This is an optimization exercise on Yosys and OpenROAD, whose aim is small area, not a production implementation.
In this exercise RTL edits were held to simulation tests only and were not proved equivalent to the original.
Power and IR drop assume default switching activity.

==> flow/design.v (outline; a module is shown in full before it is edited, if it fits) <==
// module full_adder: 10 lines
// module memory_reg_16bit: 17 lines
// module adder_16bit: 26 lines
// module constant_multiplier_16bit_RSH1: 21 lines
// module constant_multiplier_16bit_1byroot2: 22 lines
// module butterfly1_FFT: 8 lines
// module butterfly2_FFT: 11 lines
// module complex_multiplier_FFT: 13 lines
// module delay_16bit_4unit: 11 lines
// module FFT_8point_16bit: 2724 lines
// module half_adder: 4 lines
module FFT_8point_16bit(
    input [15:0] x0,x1,x2,x3,x4,x5,x6,x7,
    input en,clk,rst,
    output [15:0] r7,r6,r5,r4,r3,r2,r1,r0,i7,i6,i5,i4,i3,i2,i1,i0);
  // ...
==> flow/flow/run.sh <==
#!/bin/bash
# The standard layout (standard.sh, all ORFS steps), with two changes:
# the port buffers use the smallest buffer cell, and CTS inserts no dummy loads.
set -o pipefail
export BUFFER_PORTS_ARGS="-buffer_cell sky130_fd_sc_hd__buf_1"
export CTS_ARGS="-sink_clustering_enable -repair_clock_nets -buf_list sky130_fd_sc_hd__clkbuf_8 -sink_clustering_size 16 -sink_clustering_max_diameter 50 -dont_use_dummy_load"
bash standard.sh > standard.log 2>&1
==> flow/standard.sh <==
#!/bin/bash
# synth_recipe.tcl (not shown) runs the flow's synth.tcl, then flattens the netlist and writes it again
# the make line also repeats each setting of config.mk as NAME=value (left out here)
make -C /OpenROAD-flow-scripts/flow DESIGN_CONFIG=/design/flow/config.mk WORK_HOME=/design/flow/orfs CLKGATE_MAP_FILE= SYNTH_SCRIPT=/design/flow/synth_recipe.tcl "${@:-finish}"
==> flow/config.mk <==
export PLATFORM = sky130hd
export DESIGN_NAME = FFT_8point_16bit
export DESIGN_NICKNAME = FFT_8point_16bit
export VERILOG_FILES = /design/flow/design.v
export SDC_FILE = /design/flow/constraint.sdc
export NUM_CORES = 4
export LEC_CHECK = 0
export CAP_MARGIN = 20
export CORE_MARGIN = 2
export CORE_UTILIZATION = 40
export CTS_BUF_LIST = sky130_fd_sc_hd__clkbuf_8
export CTS_CLUSTER_DIAMETER = 50
export CTS_CLUSTER_SIZE = 16
export SLEW_MARGIN = 20
export SYNTH_HIERARCHICAL = 1
==> flow/constraint.sdc <==
create_clock -name core_clock -period 8.5 [get_ports {clk}]
set_input_delay 1.7000 -clock core_clock [delete_from_list [all_inputs] [get_ports {clk}]]
set_output_delay 1.7000 -clock core_clock [all_outputs]
set_load 0.01 [all_outputs]
==> flow_metrics.tcl, run 1 <==
set metrics [dict create \
    status "finished clean" \
    slowest_stage "fa_1" \
    dpl.hpwl_microns 46500 \
    dieArea_sq_um 78200 \
    path_cells "buf_1 -> inv_1 -> ha_1 -> inv_1 -> fa_1 -> inv_1 -> fa_1 -> fa_1 -> fa_1 -> fa_1 -> fa_1 -> fa_1 -> fa_1 -> fa_1 -> fa_1 -> fa_1 -> fa_1 -> fa_1 -> fa_1 -> fa_1 -> xor2_1" \
    vias 13486 \
    synth.top_cell.area_share_pct 56.7 \
    relSlewSlack_pct 56.8 \
    final-nonclk-buf-share_pct 4.45 \
    seq-cell-share_pct 53.3 \
    hold_path_depth 0 \
    largest_reg_flops 128 \
    holdWs_ps 277 \
    yosysSeqAreaShare_pct 56.7 \
    cts_tree "done" \
    wire_per_inst_microns 17.5 \
    worstHoldStart "q3[61]$_DFF_P_" \
    numPortBuffers 354 \
    critical_path_depth 21 \
    synth-edff-count 0 \
    ys_ff_latch 861 \
    worstHoldPathType "reg2reg" \
    synthSimpleGateAreaFrac_pct 3.27 \
    placed_cell_area_sq_um 31300 \
    yosys_warnings 7 \
    fill_cells 6932 \
    endpoint "q1[120]$_DFF_P_" \
    min_to "q4[61]$_DFF_P_" \
    yosys-top-cells-area "dfxtp_1, fa_1, buf_4, ha_1, inv_1" \
    postSynthCellCount 2055 \
    finalMaxSlewViolations 0 \
    path_buf_inv 4 \
    antennaDiodeCount 11 \
    final_hold_viol_count 0 \
    wl_met1_microns 24100 \
    syn2layout_area_growth_pct 6.53 \
    met2_length_microns 27500 \
    max_freq_mhz 127 \
    place_ws_ps -147 \
    synthXorXnorAreaFrac_pct 1.62 \
    boundaryPins 387 \
]
==> run 2: changes to the inputs <==
--- a/flow/design.v
+++ b/flow/design.v
@@ -535,17 +535,17 @@
   full_adder f245(x7[13], ~x3[13], n_243, n_244, n_245);
   wire n_246;
   wire n_247;
   full_adder f247(x7[14], ~x3[14], n_245, n_246, n_247);
   wire n_248;
   assign n_248 = x7[15] ^ ~x3[15] ^ n_247;
   wire n_249;
   wire n_250;
-  half_adder h250(n_1, n_63, n_249, n_250);
+  assign n_250 = n_1 & n_63;
   wire n_251;
   wire n_252;
   full_adder f252(n_3, n_65, n_250, n_251, n_252);
   wire n_253;
   wire n_254;
   full_adder f254(n_5, n_67, n_252, n_253, n_254);
   wire n_255;
   wire n_256;
@@ -581,22 +581,21 @@
   wire n_276;
   full_adder f276(n_27, n_89, n_274, n_275, n_276);
   wire n_277;
   wire n_278;
   full_adder f278(n_29, n_91, n_276, n_277, n_278);
   wire n_279;
   assign n_279 = n_31 ^ n_93 ^ n_278;
   wire n_280;
-  assign n_280 = n_1 ^ ~n_63;
   wire n_281;
   assign n_281 = ~n_1 & n_63;
   wire n_282;
   wire n_283;
-  full_adder f283(n_3, ~n_65, ~n_281, n_282, n_283);
+  assign n_283 = (n_3 & ~n_65) | (n_3 & ~n_281) | (~n_65 & ~n_281);
   wire n_284;
   wire n_285;
   full_adder f285(n_5, ~n_67, n_283, n_284, n_285);
   wire n_286;
   wire n_287;
   full_adder f287(n_7, ~n_69, n_285, n_286, n_287);
   wire n_288;
   wire n_289;
@@ -676,22 +675,21 @@
   wire n_338;
   full_adder f338(n_151, n_213, n_336, n_337, n_338);
   wire n_339;
   wire n_340;
   full_adder f340(n_153, n_215, n_338, n_339, n_340);
   wire n_341;
   assign n_341 = n_155 ^ n_217 ^ n_340;
   wire n_342;
-  assign n_342 = n_187 ^ ~n_125;
   wire n_343;
   assign n_343 = ~n_187 & n_125;
   wire n_344;
   wire n_345;
-  full_adder f345(n_189, ~n_127, ~n_343, n_344, n_345);
+  assign n_345 = (n_189 & ~n_127) | (n_189 & ~n_343) | (~n_127 & ~n_343);
   wire n_346;
   wire n_347;
   full_adder f347(n_191, ~n_129, n_345, n_346, n_347);
   wire n_348;
   wire n_349;
   full_adder f349(n_193, ~n_131, n_347, n_348, n_349);
   wire n_350;
   wire n_351;
@@ -724,17 +722,16 @@
   wire n_369;
   full_adder f369(n_213, ~n_151, n_367, n_368, n_369);
   wire n_370;
   wire n_371;
   full_adder f371(n_215, ~n_153, n_369, n_370, n_371);
   wire n_372;
   assign n_372 = n_217 ^ ~n_155 ^ n_371;
   wire n_373;
-  assign n_373 = ~n_218 ^ ~n_156;
   wire n_374;
   assign n_374 = ~n_218 & ~n_156;
   wire n_375;
   wire n_376;
   full_adder f376(n_220, n_158, n_374, n_375, n_376);
   wire n_377;
   wire n_378;
   full_adder f378(n_222, n_160, n_376, n_377, n_378);
@@ -772,17 +769,16 @@
   wire n_400;
   full_adder f400(n_244, n_182, n_398, n_399, n_400);
   wire n_401;
   wire n_402;
   full_adder f402(n_246, n_184, n_400, n_401, n_402);
   wire n_403;
   assign n_403 = n_248 ^ n_186 ^ n_402;
   wire n_404;
-  assign n_404 = ~n_218 ^ n_156;
   wire n_405;
   assign n_405 = n_218 & ~n_156;
   wire n_406;
   wire n_407;
   full_adder f407(n_220, ~n_158, ~n_405, n_406, n_407);
   wire n_408;
   wire n_409;
   full_adder f409(n_222, ~n_160, n_407, n_408, n_409);
@@ -945,17 +941,17 @@
   assign d1[117] = n_428;
   assign d1[118] = n_430;
   assign d1[119] = n_432;
   assign d1[120] = n_434;
   wire n_435;
   assign n_435 = q1[59] ^ q1[75];
   wire n_436;
   wire n_437;
-  half_adder h437(n_435, q1[29], n_436, n_437);
+  assign n_437 = n_435 & q1[29];
   wire n_438;
   wire n_439;
   full_adder f439(q1[0], q1[30], n_437, n_438, n_439);
   wire n_440;
   wire n_441;
   full_adder f441(q1[1], q1[31], n_439, n_440, n_441);
   wire n_442;
   wire n_443;
@@ -991,22 +987,21 @@
   wire n_463;
   full_adder f463(q1[12], q1[42], n_461, n_462, n_463);
   wire n_464;
   wire n_465;
   full_adder f465(q1[13], q1[43], n_463, n_464, n_465);
   wire n_466;
   assign n_466 = q1[14] ^ q1[44] ^ n_465;
   wire n_467;
-  assign n_467 = n_435 ^ ~q1[29];
   wire n_468;
   assign n_468 = ~n_435 & q1[29];
   wire n_469;
   wire n_470;
-  full_adder f470(q1[0], ~q1[30], ~n_468, n_469, n_470);
+  assign n_470 = (q1[0] & ~q1[30]) | (q1[0] & ~n_468) | (~q1[30] & ~n_468);
   wire n_471;
   wire n_472;
   full_adder f472(q1[1], ~q1[31], n_470, n_471, n_472);
   wire n_473;
   wire n_474;
   full_adder f474(q1[2], ~q1[32], n_472, n_473, n_474);
   wire n_475;
   wire n_476;
@@ -1712,17 +1707,16 @@
   wire n_759;
   full_adder f759(q6[71], q6[103], n_757, n_758, n_759);
   wire n_760;
   wire n_761;
   full_adder f761(q6[72], q6[104], n_759, n_760, n_761);
   wire n_762;
   assign n_762 = q6[73] ^ q6[105] ^ n_761;
   wire n_763;
-  assign n_763 = q6[58] ^ ~q6[90];
   wire n_764;
   assign n_764 = ~q6[58] & q6[90];
   wire n_765;
   wire n_766;
   full_adder f766(q6[59], ~q6[91], ~n_764, n_765, n_766);
   wire n_767;
   wire n_768;
   full_adder f768(q6[60], ~q6[92], n_766, n_767, n_768);
@@ -1807,17 +1801,16 @@
   wire n_821;
   full_adder f821(q6[87], q6[119], n_819, n_820, n_821);
   wire n_822;
   wire n_823;
   full_adder f823(q6[88], q6[120], n_821, n_822, n_823);
   wire n_824;
   assign n_824 = q6[89] ^ q6[121] ^ n_823;
   wire n_825;
-  assign n_825 = q6[74] ^ ~q6[106];
   wire n_826;
   assign n_826 = ~q6[74] & q6[106];
   wire n_827;
   wire n_828;
   full_adder f828(q6[75], ~q6[107], ~n_826, n_827, n_828);
   wire n_829;
   wire n_830;
   full_adder f830(q6[76], ~q6[108], n_828, n_829, n_830);
==> flow/flow/run.sh (replaced) <==
#!/bin/bash
# The standard layout (standard.sh, all ORFS steps), with two changes:
# the port buffers use the smallest buffer cell, and CTS inserts no dummy loads.
set -o pipefail
export BUFFER_PORTS_ARGS="-buffer_cell sky130_fd_sc_hd__buf_1"
export CTS_ARGS="-sink_clustering_enable -repair_clock_nets -buf_list sky130_fd_sc_hd__clkbuf_8 -sink_clustering_size 20 -sink_clustering_max_diameter 50 -dont_use_dummy_load"
bash standard.sh > standard.log 2>&1
==> flow/config.mk (replaced) <==
export PLATFORM = sky130hd
export DESIGN_NAME = FFT_8point_16bit
export DESIGN_NICKNAME = FFT_8point_16bit
export VERILOG_FILES = /design/flow/design.v
export SDC_FILE = /design/flow/constraint.sdc
export NUM_CORES = 4
export LEC_CHECK = 0
export CAP_MARGIN = 20
export CORE_MARGIN = 2
export CORE_UTILIZATION = 70
export SLEW_MARGIN = 20
export SYNTH_HIERARCHICAL = 1
==> flow_metrics.tcl, run 2 <==
set metrics [dict create \
    endpoint "q1[120]$_DFF_P_" \
    hold_path_depth 0 \
    reg2reg_depth 15 \
    rr_startpoint "q5[113]$_DFF_P_" \
    wire_per_inst_microns 17.0 \
    final_cell_mix "dfxtp_1, fa_1, buf_1, inv_1, and3_1" \
    yosysSeqAreaShare_pct 56.8 \
    antenna_found_initial 13 \
    worstHoldPathType "reg2reg" \
    status "finished clean" \
    synth.top_cell.area_share_pct 56.8 \
    firstDrtPassIters 4 \
    grt_pass1_wl_microns 73400 \
    wirelength_microns 48100 \
    worstSetupStartpointType "input pin" \
    max_freq_mhz 127 \
    ys.flop_type "dfxtp_1" \
    path_class "in2reg" \
    vias 13209 \
    boundaryPins 387 \
    yosys.area.top_type "dfxtp_1" \
    rsz0062_at_grt "false" \
    cts_sinks 861 \
    track_usage_pct 22.1 \
    numPortBuffers 354 \
    ys_ff_latch 861 \
    worst_pin_slew_ps 837 \
    critPathLaunch "x1[0]" \
    cp.arrival_ps 8400 \
    timing.final.crit_share_pct 92.4 \
    drive_above_1_share_pct 2.73 \
    core_area_sq_um 42900 \
    syn_avg_cell_area_sq_um 14.8 \
    fin_crit_ps 7860 \
    rows 76 \
    finalMaxSlewViolations 0 \
    ir_drop_mv 0.505 \
    place_congestion 0.838 \
    grt_pass1_vias 13906 \
    ctsResizeCount 0 \
    relSlewSlack_pct 44.2 \
    largest_reg_flops 128 \
    largest_register "q6" \
    root_buffer "clkbuf_8" \
    yosys-top-cells-count "dfxtp_1, fa_1, buf_4" \
    crit_fanout 2 \
    yosys.cell_types.count 29 \
    first_iter_violations 493 \
    final_hold_viol_count 0 \
    cts_setup_buffers 0 \
    maxCapViolations 0 \
    postSynthCellCount 2055 \
    clockBufferDepth 3 \
    antenna_left 0 \
    yosys-top-cells-area "dfxtp_1, fa_1, buf_4, ha_1, inv_1" \
    critical_path.endpoint_type "flip-flop" \
    reg_top3 "q6: 128 flops, q7: 126 flops, q1: 121 flops" \
    utilization_pct 73.3 \
    clk_pin_slew_ps 110 \
    setup_tns_ps 0 \
    total_power_mw 12.9 \
    async_flop_share_pct 0 \
    dpl.hpwl_microns 38800 \
    numCtsBuffers 55 \
    yosys_warnings 7 \
    ff2ff_setup_slack_ps 1480 \
    worstPathRequired_ps 9040 \
    die_w_microns 212 \
    post-route-drc-count 0 \
    synth_area_sq_um 30300 \
    fin_worst_skew_ps 71.5 \
    reg2reg_to "q6[119]$_DFF_P_" \
    total_leakage_power_nw 13.7 \
    pwr_density_cell_nw_per_um2 410 \
    overflow 0 \
    fill_cells 2822 \
    start_util_pct 70.7 \
    post-synth-top-count-cell "dfxtp_1" \
    cts_hold_buf 0 \
    final_nets 2832 \
    die_height_microns 212 \
    viasPerCell 4.68 \
    grt_max_degree 130 \
    htree_num_levels 2 \
    syn2layout_area_growth_pct 3.65 \
    synth-edff-count 0 \
    setup_viol 0 \
    insertion_delay_ps 670 \
    cts_tree "done" \
    layout_commonest_cell "dfxtp_1" \
    dieArea_sq_um 45000 \
]
==> run 2: layout make-up <==
class / count / area, sq um / share of cell area [%]
sequential: 861 / 17200 / 54.9
multi-input combinational: 730 / 10500 / 33.3
timing repair buffer: 356 / 1370 / 4.35
inverter: 229 / 860 / 2.73
clock buffer: 55 / 757 / 2.41
tap: 585 / 732 / 2.33
antenna: 8 / 20.0 / 0.0637
==> run 2: how the worst min path moves through the flow <==
stage / from / endpoint / slack [ps]
finish: q1[64]$_DFF_P_ / q2[62]$_DFF_P_ / 240
floorplan: q1[101]$_DFF_P_ / q2[100]$_DFF_P_ / 310
CTS: q1[64]$_DFF_P_ / q2[62]$_DFF_P_ / 250
global route: q1[64]$_DFF_P_ / q2[62]$_DFF_P_ / 240
global placement: q2[57]$_DFF_P_ / q3[57]$_DFF_P_ / 310
detailed placement: q4[9]$_DFF_P_ / q5[9]$_DFF_P_ / 310
==> run 2: layer usage <==
layer  vias to the layer above  GRT usage (%)  part of all wire [%]
met3                        73           4.59                   5.0
met1                      6563           27.9                    42
met5                         -              0                  0.15
li1                       6258              -                     -
met4                        10           7.21                   2.4
met2                       305           38.3                    51
==> run 2: cells by family after synthesis <==
group / share of synthesized area (%)
flops: 56.8
buf+inv: 9.09
fa+ha+maj: 28.9
simple gates: 3.32
mux: 0.0330
xor+xnor: 1.62
other cells: 0.0124
compound gates: 0.202
==> run 2: critical path, stage by stage <==
cell and delay, ps:
buf_1 90, inv_1 50, ha_1 130, inv_1 40, fa_1 380, fa_1 580
inv_1 80, fa_1 410, fa_1 390, fa_1 390, fa_1 390, fa_1 400
fa_1 400, fa_1 410, fa_1 400, fa_1 390, fa_1 390, fa_1 410
fa_1 400, fa_1 390, xor2_1 180
==> run 2: report_power, final <==
part / internal [mW] / total, mW / switching [mW] / leakage (nW)
clock: 0.580 / 1.68 / 1.10 / 0.395
sequential: 5.72 / 6.40 / 0.680 / 7.21
combinational: 2.23 / 4.80 / 2.57 / 6.10
==> run 2: through the flow <==
step | area [sq um] | worst slack, ps | instances | hold slack [ps]
3_3_place_gp | 30600 | 9.69 | 2760 | 310
6_report | 31400 | 642 | 2824 | 240
3_5_place_dp | 30600 | -97.4 | 2760 | 312
4_1_cts | 31400 | 655 | 2815 | 248
2_1_floorplan | 30400 | 403 | 2086 | 310
5_1_grt | 31400 | 453 | 2818 | 244
==> run 2: per-module statistics from Yosys (local to each module, per instance) <==
module            cells inside  flops+latches  area (sq um)
FFT_8point_16bit          1637            861         22200
full_adder                   1              0          20.0
half_adder                   1              0          12.5
==> run 3: changes to the inputs <==
--- a/flow/config.mk
+++ b/flow/config.mk
@@ -7,6 +7,6 @@
 export LEC_CHECK = 0
 export CAP_MARGIN = 20
 export CORE_MARGIN = 2
-export CORE_UTILIZATION = 70
+export CORE_UTILIZATION = 80
 export SLEW_MARGIN = 20
 export SYNTH_HIERARCHICAL = 1
==> flow_metrics.tcl, run 3 <==
set metrics [dict create \
    status "finished clean" \
    yosys.area_share.adder_pct 28.9 \
    final_cell_mix "dfxtp_1, fa_1, buf_1, inv_1, and3_1" \
    ys_ff_latch 861 \
    async_flop_share_pct 0 \
    final_nets 2829 \
    yosys.area.top_type "dfxtp_1" \
    synth-edff-count 0 \
    relSlewSlack_pct 26.5 \
    clockBufferDepth 3 \
    place_ws_ps -250 \
    grt_max_degree 124 \
    pwr_density_cell_nw_per_um2 399 \
    critical_path.endpoint_type "flip-flop" \
    die_height_microns 199 \
    post-synth-top-count-cell "dfxtp_1" \
    synthXorXnorAreaFrac_pct 1.62 \
    setup_viol 0 \
    worstHoldPathType "reg2reg" \
    firstDrtPassIters 4 \
    yosys-top-cells-area "dfxtp_1, fa_1, buf_4, ha_1, inv_1" \
    yosys_warnings 7 \
    total_leakage_power_nw 13.7 \
    rows 71 \
    yosysSeqAreaShare_pct 56.8 \
    start_util_pct 80.9 \
    path_class "in2reg" \
    core_area_sq_um 37500 \
    post-route-drc-count 0 \
    cp.arrival_ps 8700 \
    crit_fanout 2 \
    ctsResizeCount 0 \
    setup_ws_ps 352 \
    boundaryPins 387 \
    drive_above_1_share_pct 2.60 \
    holdWs_ps 285 \
    cts_setup_buffers 0 \
    grt_pass1_vias 14825 \
    wire_per_inst_microns 19.5 \
    syn_avg_cell_area_sq_um 14.8 \
    fin_crit_ps 8150 \
    root_buffer "clkbuf_8" \
    dieArea_sq_um 39500 \
    ff2ff_setup_slack_ps 1510 \
    wirelength_microns 53600 \
    max_freq_mhz 123 \
    track_usage_pct 27.9 \
    ys.flop_type "dfxtp_1" \
    placed_cell_area_sq_um 30500 \
    design_area_sq_um 31300 \
    cts_tree "done" \
    path_cells "buf_1 -> ha_1 -> fa_1 -> fa_1 -> fa_1 -> fa_1 -> fa_1 -> fa_1 -> fa_1 -> fa_1 -> fa_1 -> fa_1 -> fa_1 -> fa_1 -> fa_1 -> fa_1 -> fa_1 -> xor2_1" \
    reg_top3 "q6: 128 flops, q7: 126 flops, q1: 121 flops" \
    dpl.cell_count 2686 \
    numPortBuffers 354 \
    yosys-top-cells-count "dfxtp_1, fa_1, buf_4" \
    synth.top_cell.area_share_pct 56.8 \
    yosys.cell_types.count 29 \
    syn2layout_area_growth_pct 3.17 \
    vias 13617 \
    crit_top_cell "fa_1" \
    setup_tns_ps 0 \
    largest_reg_flops 128 \
    worstPathRequired_ps 9050 \
    viasPerCell 4.96 \
    overflow 0 \
    worst_pin_slew_ps 1100 \
    first_iter_violations 547 \
    final_cells 2747 \
    clk_pin_slew_ps 110 \
    final_hold_viol_count 0 \
    synth_top_family_by_area "adder cells" \
    layout_commonest_cell "dfxtp_1" \
    antenna_left 0 \
    ir_drop_mv 0.322 \
    rsz0062_at_grt "false" \
    htree_num_levels 2 \
    insertion_delay_ps 650 \
    cts_hold_buf 0 \
    fill_cells 1883 \
    largest_register "q6" \
    utilization_pct 83.5 \
    slowest_delay_ps 540 \
    maxCapViolations 0 \
    synth_area_sq_um 30300 \
    cts_sinks 861 \
    grt_pass1_wl_microns 79600 \
    total_power_mw 12.5 \
    postSynthCellCount 2055 \
    dpl.hpwl_microns 42000 \
    antenna_found_initial 14 \
    synthSimpleGateAreaFrac_pct 3.32 \
    synth_compound_area_share_pct 0.202 \
    finalMaxSlewViolations 0 \
    numCtsBuffers 52 \
    fin_worst_skew_ps 64.7 \
    timing.final.crit_share_pct 95.9 \
    die_w_microns 199 \
    worstSetupStartpointType "input pin" \
    place_congestion 0.879 \
    slowest_stage "fa_1" \
    synthMuxAreaShare_pct 0.0330 \
]
[run 3: per-layer routing]
layer  GRT usage [%]  up-vias  routed length, microns
met4            11.3       12                    2010
met3            5.43      125                    2870
met2            50.6      398                   28500
met5               0        -                      87
met1            32.5     6828                   20200
li1                -     6254                       -
[run 3: logic make-up (layout without fill, tap and decap cells)]
| family | Yosys count | after routing |
|---|---|---|
| fa+ha+maj | 469 | 469 |
| compound gates | 9 | 9 |
| buf+inv | 495 | 637 |
| simple gates | 167 | 167 |
| mux | 1 | 1 |
| other cells | 1 | 40 |
| xor+xnor | 52 | 52 |
| flops | 861 | 861 |
[run 3: final timing paths]
check                       from               to  cells past startpoint
setup / recovery           x0[0]   q1[28]$_DFF_P_                     18
hold / removal    q2[46]$_DFF_P_   q3[46]$_DFF_P_                      0
hold reg to reg   q2[46]$_DFF_P_   q3[46]$_DFF_P_                      0
setup reg to reg  q5[98]$_DFF_P_  q6[103]$_DFF_P_                     15
[run 3: critical path, delay by kind of cell]
| family | cells | cell delay [ps] |
|---|---|---|
| adder cells (fa/ha/maj) | 16 | 6740 |
| buffers and inverters | 1 | 90 |
| XOR/XNOR | 1 | 170 |
[run 3: area by class of cell]
cell class | count | area, sq um | share of cell area [%]
clock buffer | 52 | 716 | 2.29
inverter | 229 | 860 | 2.75
sequential | 861 | 17200 | 55.1
timing repair buffer | 356 | 1360 | 4.34
multi-input combinational | 730 | 10500 | 33.4
tap | 511 | 639 | 2.04
antenna | 8 | 20.0 | 0.0640
[run 3: per-module statistics from Yosys (local to each module, per instance)]
module	times used	cell area [sq um]	flops+latches
FFT_8point_16bit	1	22200	861
full_adder	385	20.0	0
half_adder	33	12.5	0
[run 3: power breakdown]
| group | internal, mW | switching (mW) | total, mW |
|---|---|---|---|
| combinational | 2.08 | 2.26 | 4.34 |
| clock | 0.552 | 1.10 | 1.65 |
| sequential | 5.72 | 0.766 | 6.49 |
| total | 8.35 | 4.13 | 12.5 |
==> run 4: changes to the inputs <==
==> flow/flow/run.sh (replaced) <==
#!/bin/bash
# The standard layout (standard.sh, all ORFS steps), with two changes:
# the port buffers use the smallest buffer cell, and CTS inserts no dummy loads.
set -o pipefail
export BUFFER_PORTS_ARGS="-buffer_cell sky130_fd_sc_hd__buf_1"
export CTS_ARGS="-sink_clustering_enable -repair_clock_nets -buf_list sky130_fd_sc_hd__clkbuf_8 -sink_clustering_size 20 -sink_clustering_max_diameter 45 -dont_use_dummy_load"
bash standard.sh > standard.log 2>&1
--- a/flow/config.mk
+++ b/flow/config.mk
@@ -7,6 +7,6 @@
 export LEC_CHECK = 0
 export CAP_MARGIN = 20
 export CORE_MARGIN = 2
-export CORE_UTILIZATION = 80
+export CORE_UTILIZATION = 88
 export SLEW_MARGIN = 20
 export SYNTH_HIERARCHICAL = 1
==> flow_metrics.tcl, run 4 <==
set metrics [dict create \
    status "aborted with a tool error" \
    stop_stage "detailed placement" \
    error "[ERROR DPL-0033] detailed placement checks failed during check placement." \
    yosys.cell_types.count 29 \
    yosys-top-cells-count "dfxtp_1, fa_1, buf_4" \
    postSynthCellCount 2055 \
    synth-edff-count 0 \
    ys.flop_type "dfxtp_1" \
    start_util_pct 90.0 \
    place_congestion 0.875 \
    async_flop_share_pct 0 \
    dpl.hpwl_microns 53100 \
    synth.top_cell.area_share_pct 56.8 \
    post-synth-top-count-cell "dfxtp_1" \
    rows 67 \
    yosys-top-cells-area "dfxtp_1, fa_1, buf_4, ha_1, inv_1" \
    die_height_microns 190 \
    ys_ff_latch 861 \
    synth_area_sq_um 30300 \
    numPortBuffers 354 \
    yosysSeqAreaShare_pct 56.8 \
    yosys_warnings 7 \
    syn_avg_cell_area_sq_um 14.8 \
    die_w_microns 190 \
    yosys.area.top_type "dfxtp_1" \
    boundaryPins 387 \
]
run 4: worst max-delay path by stage:
stage,start,to,cells after the start
after global placement,x6[0],q1[28]$_DFF_P_,19
after floorplan,x1[0],q1[120]$_DFF_P_,20
run 4: power by group through the flow:
stage	clock, mW	combinational (mW)	sequential (mW)
global placement	0	4.35	6.49
floorplan	0	2.84	6.26
run 4: per-stage QoR:
stage / cells / hold WS [ps] / area [sq um] / total power, mW / setup WS, ps
after global placement: 2624 / 310 / 30500 / 10.8 / 77.0
after floorplan: 2086 / 310 / 30400 / 9.10 / 403
run 4: modules after synthesis, one instance, submodules excluded:
| module | cells inside | flops+latches | cell area [sq um] |
|---|---|---|---|
| full_adder | 1 | 0 | 20.0 |
| half_adder | 1 | 0 | 12.5 |
| FFT_8point_16bit | 1637 | 861 | 22200 |
run 4: cells by family after synthesis:
| group | share of synthesized area (%) |
|---|---|
| muxes | 0.0330 |
| and+or+nand+nor | 3.32 |
| buffers and inverters | 9.09 |
| other | 0.0124 |
| xor gates and xnor gates | 1.62 |
| adders and majority gates | 28.9 |
| DFF | 56.8 |
| AOI/OAI and AO/OA | 0.202 |

port drivers added, routing unchanged:
In the flow no input, the clock included, has a driving cell. The finished layouts below were timed again as built, in two steps.
Step 1, drivers: a clkbuf_16 drives clk and a buf_2 each remaining input, both assumed.
Step 2, shift: input delay + t, output delay - t, t = (earliest + latest rising clock arrival at the registers) / 2. This alone moves slack from input paths to output paths.
Slacks: ideal / step 1 / step 2; pairs: ideal / step 1.
run	t (ns)	slack for setup (ns)	cell pins on the clock port's net
run 1	0.698	0.620 / 0.655 / -0.043	1
run 2	0.685	0.642 / 0.671 / -0.014	1
run 3	0.681	0.352 / 0.385 / -0.296	1
Met with ideal ports but missed after step 2: setup timing in every run listed. The setup slack of run 1, which loses most, moves by +0.035 ns with the drivers and by -0.663 ns with both steps.
